From an optimization exercise on the open Yosys and OpenROAD flow, aimed at a short achievable clock period and few clock cycles per item; shortcuts taken in it are not production practice.
Power is estimated from default activity; no workload was simulated.

==> inputs of 03-22 <==
==> flow/design.v (excerpt) <==
module hart #(
    parameter RESET_ADDR = 32'h00000000
) (
    input  wire        i_clk,
    input  wire        i_rst,
    output wire [31:0] o_imem_raddr,
    input  wire [31:0] i_imem_rdata,
    output wire [31:0] o_dmem_addr,
    output wire        o_dmem_ren,
    output wire        o_dmem_wen,
    output wire [31:0] o_dmem_wdata,
    output wire [ 3:0] o_dmem_mask,
    input  wire [31:0] i_dmem_rdata,
    output wire        o_retire_valid,
    output wire [31:0] o_retire_inst,
    output wire        o_retire_trap,
    output wire        o_retire_halt,
    output wire [ 4:0] o_retire_rs1_raddr,
    output wire [ 4:0] o_retire_rs2_raddr,
    output wire [31:0] o_retire_rs1_rdata,
    output wire [31:0] o_retire_rs2_rdata,
    output wire [ 4:0] o_retire_rd_waddr,
    output wire [31:0] o_retire_rd_wdata,
    output wire [31:0] o_retire_pc,
    output wire [31:0] o_retire_next_pc
);
make LEC_CHECK=0 CAP_MARGIN=20 CORE_MARGIN=2 CORE_UTILIZATION=40 SETUP_SLACK_MARGIN=5 SLEW_MARGIN=20 finish   # period 11.5 ns
run.sh (not shown) runs the stock make flow with config.mk's settings and CLKGATE_MAP_FILE= SYNTH_SCRIPT=/design/flow/synth_recipe.tcl, a recipe that flattens the netlist after the stock synthesis.
==> 12-24 (differences from 03-22) <==
--- a/flow/design.v
+++ b/flow/design.v
@@ -32,26 +32,22 @@
     localparam [6:0] OP_LOAD   = 7'b0000011;
     localparam [6:0] OP_STORE  = 7'b0100011;
     localparam [6:0] OP_IMM    = 7'b0010011;
     localparam [6:0] OP_REG    = 7'b0110011;
     reg  [31:2] pc_f;
-    reg         v_d;
-    reg  [31:0] ir_d;
-    reg  [31:2] pc_d;
-    reg         ptk_d;         
     reg         v_x;
     reg  [31:0] ir_x;
     reg  [31:2] pc_x;
     reg  [31:2] pcp4_x;
-    reg  [31:1] tgt_x;         
+    reg  [31:0] imm_x;         
     reg         ptk_x;         
     reg  [31:0] a_x, b_x, s_x;
     reg         fm_a_x, fw_a_x, fm_b_x, fw_b_x, fm_s_x, fw_s_x;
-    reg  [31:0] dres_x;        
-    reg         sel_d_x, sel_add_x, sel_and_x, sel_or_x, sel_xor_x;
+    reg         sel_pc4_x, sel_add_x, sel_and_x, sel_or_x, sel_xor_x;
     reg         sel_sll_x, sel_srl_x, sel_slt_x;
     reg         sub_x, uns_x, arith_x;
+    reg         use1_x;
     reg         br_x, jal_x, jalr_x, ld_x, st_x, wr_x, ill_x, halt_x;
     reg  [2:0]  f3_x;
     reg  [4:0]  rd_x, rs1a_x, rs2a_x;
     reg         v_m;
     reg         ld_m, wr_m, trap_m, halt_m;
@@ -79,26 +75,27 @@
     reg  [31:2] btb_tgt [0:15];
     wire [3:0]  f_idx  = pc_f[5:2];
     wire        f_hit  = btb_v[f_idx] && (btb_tag[f_idx] == pc_f[31:6]);
     wire [31:2] f_ptgt = btb_tgt[f_idx];
     assign o_imem_raddr = {pc_f, 2'b00};
-    wire [6:0] d_op  = ir_d[6:0];
-    wire [2:0] d_f3  = ir_d[14:12];
-    wire [6:0] d_f7  = ir_d[31:25];
-    wire [4:0] d_rs1 = ir_d[19:15];
-    wire [4:0] d_rs2 = ir_d[24:20];
-    wire [4:0] d_rd  = ir_d[11:7];
+    wire [31:0] ir  = i_imem_rdata;
+    wire [6:0] d_op  = ir[6:0];
+    wire [2:0] d_f3  = ir[14:12];
+    wire [6:0] d_f7  = ir[31:25];
+    wire [4:0] d_rs1 = ir[19:15];
+    wire [4:0] d_rs2 = ir[24:20];
+    wire [4:0] d_rd  = ir[11:7];
     wire d_lui   = d_op == OP_LUI;
     wire d_auipc = d_op == OP_AUIPC;
     wire d_jal   = d_op == OP_JAL;
     wire d_jalr  = d_op == OP_JALR;
     wire d_br    = d_op == OP_BRANCH;
     wire d_ld    = d_op == OP_LOAD;
     wire d_st    = d_op == OP_STORE;
     wire d_opi   = d_op == OP_IMM;
     wire d_opr   = d_op == OP_REG;
-    wire d_halt  = ir_d == 32'h00100073;
+    wire d_halt  = ir == 32'h00100073;
     wire d_f7z   = d_f7 == 7'b0000000;
     wire d_f7s   = d_f7 == 7'b0100000;
     wire d_ill =
         d_opr   ? !(d_f7z || (d_f7s && (d_f3 == 3'b000 || d_f3 == 3'b101))) :
         d_opi   ? ((d_f3 == 3'b001) && !d_f7z) ||
@@ -110,21 +107,15 @@
         (d_jal || d_lui || d_auipc) ? 1'b0 :
         !d_halt;
     wire d_use1 = d_opr | d_opi | d_ld | d_st | d_br | d_jalr;
     wire d_use2 = d_opr | d_st | d_br;
     wire d_wr   = d_opr | d_opi | d_ld | d_jal | d_jalr | d_lui | d_auipc;
-    wire [31:0] imm_i = {{20{ir_d[31]}}, ir_d[31:20]};
-    wire [31:0] imm_s = {{20{ir_d[31]}}, ir_d[31:25], ir_d[11:7]};
-    wire [31:0] imm_b = {{20{ir_d[31]}}, ir_d[7], ir_d[30:25], ir_d[11:8], 1'b0};
-    wire [31:0] imm_j = {{12{ir_d[31]}}, ir_d[19:12], ir_d[20], ir_d[30:21], 1'b0};
-    wire [31:0] imm_u = {ir_d[31:12], 12'd0};
-    wire [31:0] d_boff = d_jal ? imm_j : imm_b;
-    wire [31:1] d_tgt  = {pc_d + d_boff[31:2], d_boff[1]};
-    wire [31:2] d_pcp4 = pc_d + 30'd1;
-    wire [31:0] d_res  = d_lui   ? imm_u :
-                         d_auipc ? {pc_d[31:12] + imm_u[31:12], pc_d[11:2], 2'b00} :
-                                   {d_pcp4, 2'b00};
+    wire [31:0] imm_i = {{20{ir[31]}}, ir[31:20]};
+    wire [31:0] imm_s = {{20{ir[31]}}, ir[31:25], ir[11:7]};
+    wire [31:0] imm_b = {{20{ir[31]}}, ir[7], ir[30:25], ir[11:8], 1'b0};
+    wire [31:0] imm_j = {{12{ir[31]}}, ir[19:12], ir[20], ir[30:21], 1'b0};
+    wire [31:0] imm_u = {ir[31:12], 12'd0};
     wire        rf_we;
     wire [31:0] rf_r1, rf_r2;
     rf u_rf (
         .clk    (i_clk),
         .rst    (i_rst),
@@ -134,26 +125,25 @@
         .raddr1 (d_rs1),
         .raddr2 (d_rs2),
         .rdata1 (rf_r1),
         .rdata2 (rf_r2)
     );
+    wire nz1  = d_rs1 != 5'd0;
+    wire nz2  = d_rs2 != 5'd0;
     wire x_w1 = v_x & wr_x & (rd_x == d_rs1);
     wire x_w2 = v_x & wr_x & (rd_x == d_rs2);
     wire m_w1 = v_m & wr_m & (rd_m == d_rs1);
     wire m_w2 = v_m & wr_m & (rd_m == d_rs2);
     wire w_w1 = v_w & wr_w & (rd_w == d_rs1);
     wire w_w2 = v_w & wr_w & (rd_w == d_rs2);
-    wire nz1  = d_rs1 != 5'd0;
-    wire nz2  = d_rs2 != 5'd0;
-    wire [31:0] d_r1 = m_w1 ? res_m : w_w1 ? res_w : rf_r1;
-    wire [31:0] d_r2 = m_w2 ? res_m : w_w2 ? res_w : rf_r2;
+    wire [31:0] d_r1 = w_w1 ? res_w : rf_r1;
+    wire [31:0] d_r2 = w_w2 ? res_w : rf_r2;
     wire d_fm1 = d_use1 & nz1 & x_w1;
-    wire d_fw1 = d_use1 & nz1 & !x_w1 & m_w1 & ld_m;
+    wire d_fw1 = d_use1 & nz1 & !x_w1 & m_w1;
     wire d_fm2 = d_use2 & nz2 & x_w2;
-    wire d_fw2 = d_use2 & nz2 & !x_w2 & m_w2 & ld_m;
-    wire stall = v_d & v_x & ld_x & ((d_fm1) | (d_fm2));
-    wire d_redir_raw = !ptk_d & (d_jal | (d_br & ir_d[31]));
+    wire d_fw2 = d_use2 & nz2 & !x_w2 & m_w2;
+    wire stall = ld_x & (d_fm1 | d_fm2);
     wire [31:0] xa = fm_a_x ? res_m : fw_a_x ? res_w : a_x;
     wire [31:0] xb = fm_b_x ? res_m : fw_b_x ? res_w : b_x;
     wire [31:0] xs = fm_s_x ? res_m : fw_s_x ? res_w : s_x;
     wire [31:0] x_sum, x_alu;
     wire        x_eq, x_lt;
@@ -173,11 +163,12 @@
         .o_sum      (x_sum),
         .o_result   (x_alu),
         .o_eq       (x_eq),
         .o_lt       (x_lt)
     );
-    wire [31:0] x_res = x_alu | ({32{sel_d_x}} & dres_x);
+    wire [31:0] x_res = x_alu | ({32{sel_pc4_x}} & {pcp4_x, 2'b00});
+    wire [31:1] x_tgt = {pc_x + imm_x[31:2], imm_x[1]};
     reg x_cond;
     always @(*) begin
         case (f3_x)
             3'b000:  x_cond = x_eq;
             3'b001:  x_cond = !x_eq;
@@ -186,31 +177,39 @@
             3'b110:  x_cond = x_lt;
             default: x_cond = !x_lt;
         endcase
     end
     wire x_taken = br_x & x_cond;
+    wire x_jump  = x_taken | jal_x;
     wire x_mem = ld_x | st_x;
     wire x_misal = x_mem & ((f3_x[1:0] == 2'b01 && x_sum[0]) ||
                             (f3_x[1:0] == 2'b10 && x_sum[1:0] != 2'b00));
-    wire x_trap = ill_x | x_misal | ((x_taken | jal_x) & tgt_x[1]) | (jalr_x & x_sum[1]);
-    wire x_redir = v_x & ((br_x & (x_taken != ptk_x)) | jalr_x);
-    wire [31:2] x_rtgt = jalr_x ? x_sum[31:2] : x_taken ? tgt_x[31:2] : pcp4_x;
-    wire x_flush = v_x & (x_redir | x_trap | halt_x);
-    wire [31:2] x_npc = (x_taken | jal_x) ? tgt_x[31:2] : jalr_x ? x_sum[31:2] : pcp4_x;
+    wire x_trap = ill_x | x_misal | (x_jump & x_tgt[1]) | (jalr_x & x_sum[1]);
+    wire x_redir = v_x & ((x_jump != ptk_x) | jalr_x);
+    wire [31:2] x_npc = jalr_x ? x_sum[31:2] : x_jump ? x_tgt[31:2] : pcp4_x;
+    wire x_flush = x_redir | (v_x & (x_trap | halt_x));
     reg [3:0] x_mask;
     always @(*) begin
         case (f3_x[1:0])
             2'b00:   x_mask = 4'b0001 << x_sum[1:0];
             2'b01:   x_mask = x_sum[1] ? 4'b1100 : 4'b0011;
             default: x_mask = 4'b1111;
         endcase
     end
     wire [31:0] x_wdata = (f3_x[1:0] == 2'b00) ? {4{xs[7:0]}} :
                           (f3_x[1:0] == 2'b01) ? {2{xs[15:0]}} : xs;
-    wire        btb_we = v_x & !x_trap & (x_taken | jal_x);
-    wire        btb_clr = v_x & br_x & ptk_x & !x_taken;
-    wire [3:0]  x_idx = pc_x[5:2];
+    reg         btb_we, btb_clr;
+    reg  [3:0]  btb_idx;
+    reg  [31:6] btb_wtag;
+    reg  [31:2] btb_wtgt;
+    always @(posedge i_clk) begin
+        btb_we   <= v_x & x_jump;
+        btb_clr  <= v_x & br_x & ptk_x & !x_taken;
+        btb_idx  <= pc_x[5:2];
+        btb_wtag <= pc_x[31:6];
+        btb_wtgt <= x_tgt[31:2];
+    end
     assign o_dmem_addr  = {addr_m, 2'b00};
     assign o_dmem_ren   = ren_m;
     assign o_dmem_wen   = wen_m;
     assign o_dmem_wdata = wdata_m;
     assign o_dmem_mask  = mask_m;
@@ -237,84 +236,68 @@
     always @(posedge i_clk) begin
         if (i_rst) begin
             for (k = 0; k < 16; k = k + 1)
                 btb_v[k] <= 1'b0;
         end else if (btb_we) begin
-            btb_v[x_idx] <= 1'b1;
+            btb_v[btb_idx] <= 1'b1;
         end else if (btb_clr) begin
-            btb_v[x_idx] <= 1'b0;
+            btb_v[btb_idx] <= 1'b0;
         end
     end
     always @(posedge i_clk) begin
         if (btb_we) begin
-            btb_tag[x_idx] <= pc_x[31:6];
-            btb_tgt[x_idx] <= x_rtgt;
+            btb_tag[btb_idx] <= btb_wtag;
+            btb_tgt[btb_idx] <= btb_wtgt;
         end
     end
-    wire d_redir = v_d & !stall & d_redir_raw;
     always @(posedge i_clk) begin
-        if (i_rst) begin
+        if (i_rst)
             pc_f <= RESET_ADDR[31:2];
-            v_d  <= 1'b0;
-        end else if (x_flush) begin
-            pc_f <= x_rtgt;
-            v_d  <= 1'b0;
-        end else if (stall) begin
-            pc_f <= pc_f;
-        end else if (d_redir) begin
-            pc_f <= d_tgt[31:2];
-            v_d  <= 1'b0;
-        end else begin
-            pc_f  <= f_hit ? f_ptgt : pc_f + 30'd1;
-            v_d   <= 1'b1;
-        end
-    end
-    always @(posedge i_clk) begin
-        if (!stall) begin
-            ir_d  <= i_imem_rdata;
-            pc_d  <= pc_f;
-            ptk_d <= f_hit;
-        end
+        else if (x_flush)
+            pc_f <= x_npc;
+        else if (!stall)
+            pc_f <= f_hit ? f_ptgt : pc_f + 30'd1;
     end
     always @(posedge i_clk) begin
         if (i_rst)
             v_x <= 1'b0;
         else
-            v_x <= v_d & !stall & !x_flush & !dead;
+            v_x <= !stall & !x_flush & !dead;
         if (i_rst)
             dead <= 1'b0;
         else if (v_x & (x_trap | halt_x))
             dead <= 1'b1;
     end
     always @(posedge i_clk) begin
-        ir_x    <= ir_d;
-        pc_x    <= pc_d;
-        pcp4_x  <= d_pcp4;
-        tgt_x   <= d_tgt;
-        ptk_x   <= ptk_d | d_redir_raw;
-        a_x     <= d_use1 ? d_r1 : 32'd0;
+        ir_x    <= ir;
+        pc_x    <= pc_f;
+        pcp4_x  <= pc_f + 30'd1;
+        imm_x   <= d_jal ? imm_j : imm_b;
+        ptk_x   <= f_hit;
+        a_x     <= d_use1 ? d_r1 : d_auipc ? {pc_f, 2'b00} : 32'd0;
         b_x     <= d_use2 & !d_st ? d_r2 :
-                   d_st ? imm_s : imm_i;
+                   d_st ? imm_s : (d_lui | d_auipc) ? imm_u : imm_i;
         s_x     <= d_use2 ? d_r2 : 32'd0;
         fm_a_x  <= d_fm1;
         fw_a_x  <= d_fw1;
         fm_b_x  <= d_fm2 & !d_st;
         fw_b_x  <= d_fw2 & !d_st;
         fm_s_x  <= d_fm2;
         fw_s_x  <= d_fw2;
-        dres_x  <= d_res;
-        sel_d_x   <= d_lui | d_auipc | d_jal | d_jalr;
-        sel_add_x <= d_ld | d_st | (d_opr & d_f3 == 3'b000) | (d_opi & d_f3 == 3'b000);
+        sel_pc4_x <= d_jal | d_jalr;
+        sel_add_x <= d_ld | d_st | d_lui | d_auipc |
+                     (d_opr & d_f3 == 3'b000) | (d_opi & d_f3 == 3'b000);
         sel_and_x <= (d_opr | d_opi) & d_f3 == 3'b111;
         sel_or_x  <= (d_opr | d_opi) & d_f3 == 3'b110;
         sel_xor_x <= (d_opr | d_opi) & d_f3 == 3'b100;
         sel_sll_x <= (d_opr | d_opi) & d_f3 == 3'b001;
         sel_srl_x <= (d_opr | d_opi) & d_f3 == 3'b101;
         sel_slt_x <= (d_opr | d_opi) & d_f3[2:1] == 2'b01;
         sub_x     <= d_opr & d_f7[5] & d_f3 == 3'b000;
         uns_x     <= d_br ? d_f3[1] : d_f3[0];
         arith_x   <= d_f7[5];
+        use1_x  <= d_use1;
         br_x    <= d_br;
         jal_x   <= d_jal;
         jalr_x  <= d_jalr;
         ld_x    <= d_ld;
         st_x    <= d_st;
@@ -346,11 +329,11 @@
         res_m   <= x_res;
         addr_m  <= x_sum[31:2];
         wdata_m <= x_wdata;
         mask_m  <= x_mask;
         ir_m    <= ir_x;
-        rs1d_m  <= xa;
+        rs1d_m  <= use1_x ? xa : 32'd0;
         rs2d_m  <= xs;
         rs1a_m  <= rs1a_x;
         rs2a_m  <= rs2a_x;
         pc_m    <= pc_x;
         npc_m   <= x_npc;
==> flow/flow/run.sh (new file) <==
#!/bin/bash
set -euo pipefail
bash standard.sh SETUP_SLACK_MARGIN=8 finish > standard_flow.log 2>&1
==> flow/standard.sh (new file) <==
#!/bin/bash
# synth_recipe.tcl (not shown) runs the flow's synth.tcl, then flattens the netlist and writes it again
# the make line also repeats each setting of config.mk as NAME=value (left out here)
make -C /OpenROAD-flow-scripts/flow DESIGN_CONFIG=/design/flow/config.mk WORK_HOME=/design/flow/orfs CLKGATE_MAP_FILE= SYNTH_SCRIPT=/design/flow/synth_recipe.tcl "${@:-finish}"
- CORE_UTILIZATION: 40 -> 50
- SETUP_SLACK_MARGIN: 5 -> not set
removed: flow/run.sh
==> notes <==
Of 12-24 and 03-22, 03-22 has the higher final cell count (gap about 4.4%, measured against 03-22).
Sequential power is about the same in 03-22 and 12-24.
Critical path depth: 12-24 is higher than 03-22 (6).
In 03-22 the sequential share of layout area is higher than in 12-24, by 4.7 points.
Against 12-24, the area after synthesis of 03-22 is higher by 3.1%.
Between 03-22 and 12-24, the lower cell area is in 03-22 (gap 6.6%, measured against 12-24).
Of 03-22 and 12-24, 12-24 has the higher power (gap about 2.7%, measured against 12-24).
==> figures <==
quantity                                                             12-24       03-22
Highest cell delay on the worst timing path                        0.54 ns     0.67 ns
Sequential power                                                   11.0 mW     11.2 mW
Number of DRC markers in iteration 0                                 15500       10600
Largest net degree at the start of global routing                       66         128
Fraction of power spent switching nets                               0.256       0.246
Minimum setup slack among reg-to-reg paths                         6.87 ns     5.14 ns
Worst IR Drop VDD                                                 0.168 mV    0.124 mV
Run status                                no timing/DRC/antenna violations  no timing/DRC/antenna violations
Number of post-CTS setup repair buffers                                448          16
Share of power burned in combinational logic                         0.137       0.092
Estimated wirelength of the detail-placed design                    311 mm      308 mm
Number of standard cells in the final layout excluding fillers       13100       13700
Adder-cell area share of the yosys netlist                          0.0134      0.0151
Mapped Avg Cell Area                                              14.5 um2    14.2 um2
Number of nets at the end of the flow                                 9708        9462
Final worst clock skew                                           0.0859 ns    0.107 ns
No functional check of the RTL was part of any run of this note.

==> port drivers added, routing unchanged <==
The results above use ideal ports. As a check the final layouts listed here were re-extracted and re-timed, cells and wires unchanged. Step 1 sets driving cells, clkbuf_16 on the clock port and buf_2 on the other inputs (assumed; they add their load-dependent delay and slew). Step 2 also shifts input and output timing later by t, the mid clock arrival at the registers, as if the neighbouring blocks saw the same clock. Slacks: no drivers / after step 1 / after step 2; pairs: no drivers / after step 1.
run | t, ns | slack for setup (ns) | worst register clock-pin slew, ns
03-22 | 1.002 | 5.143 / 5.143 / 5.143 | 0.07 / 0.07
12-24 | 1.058 | 6.869 / 6.869 / 5.848 | 0.08 / 0.08
After both steps setup and hold are still met in every run listed. The setup slack of 12-24, which loses most, moves by 0.000 ns with the drivers and by -1.021 ns with both steps.
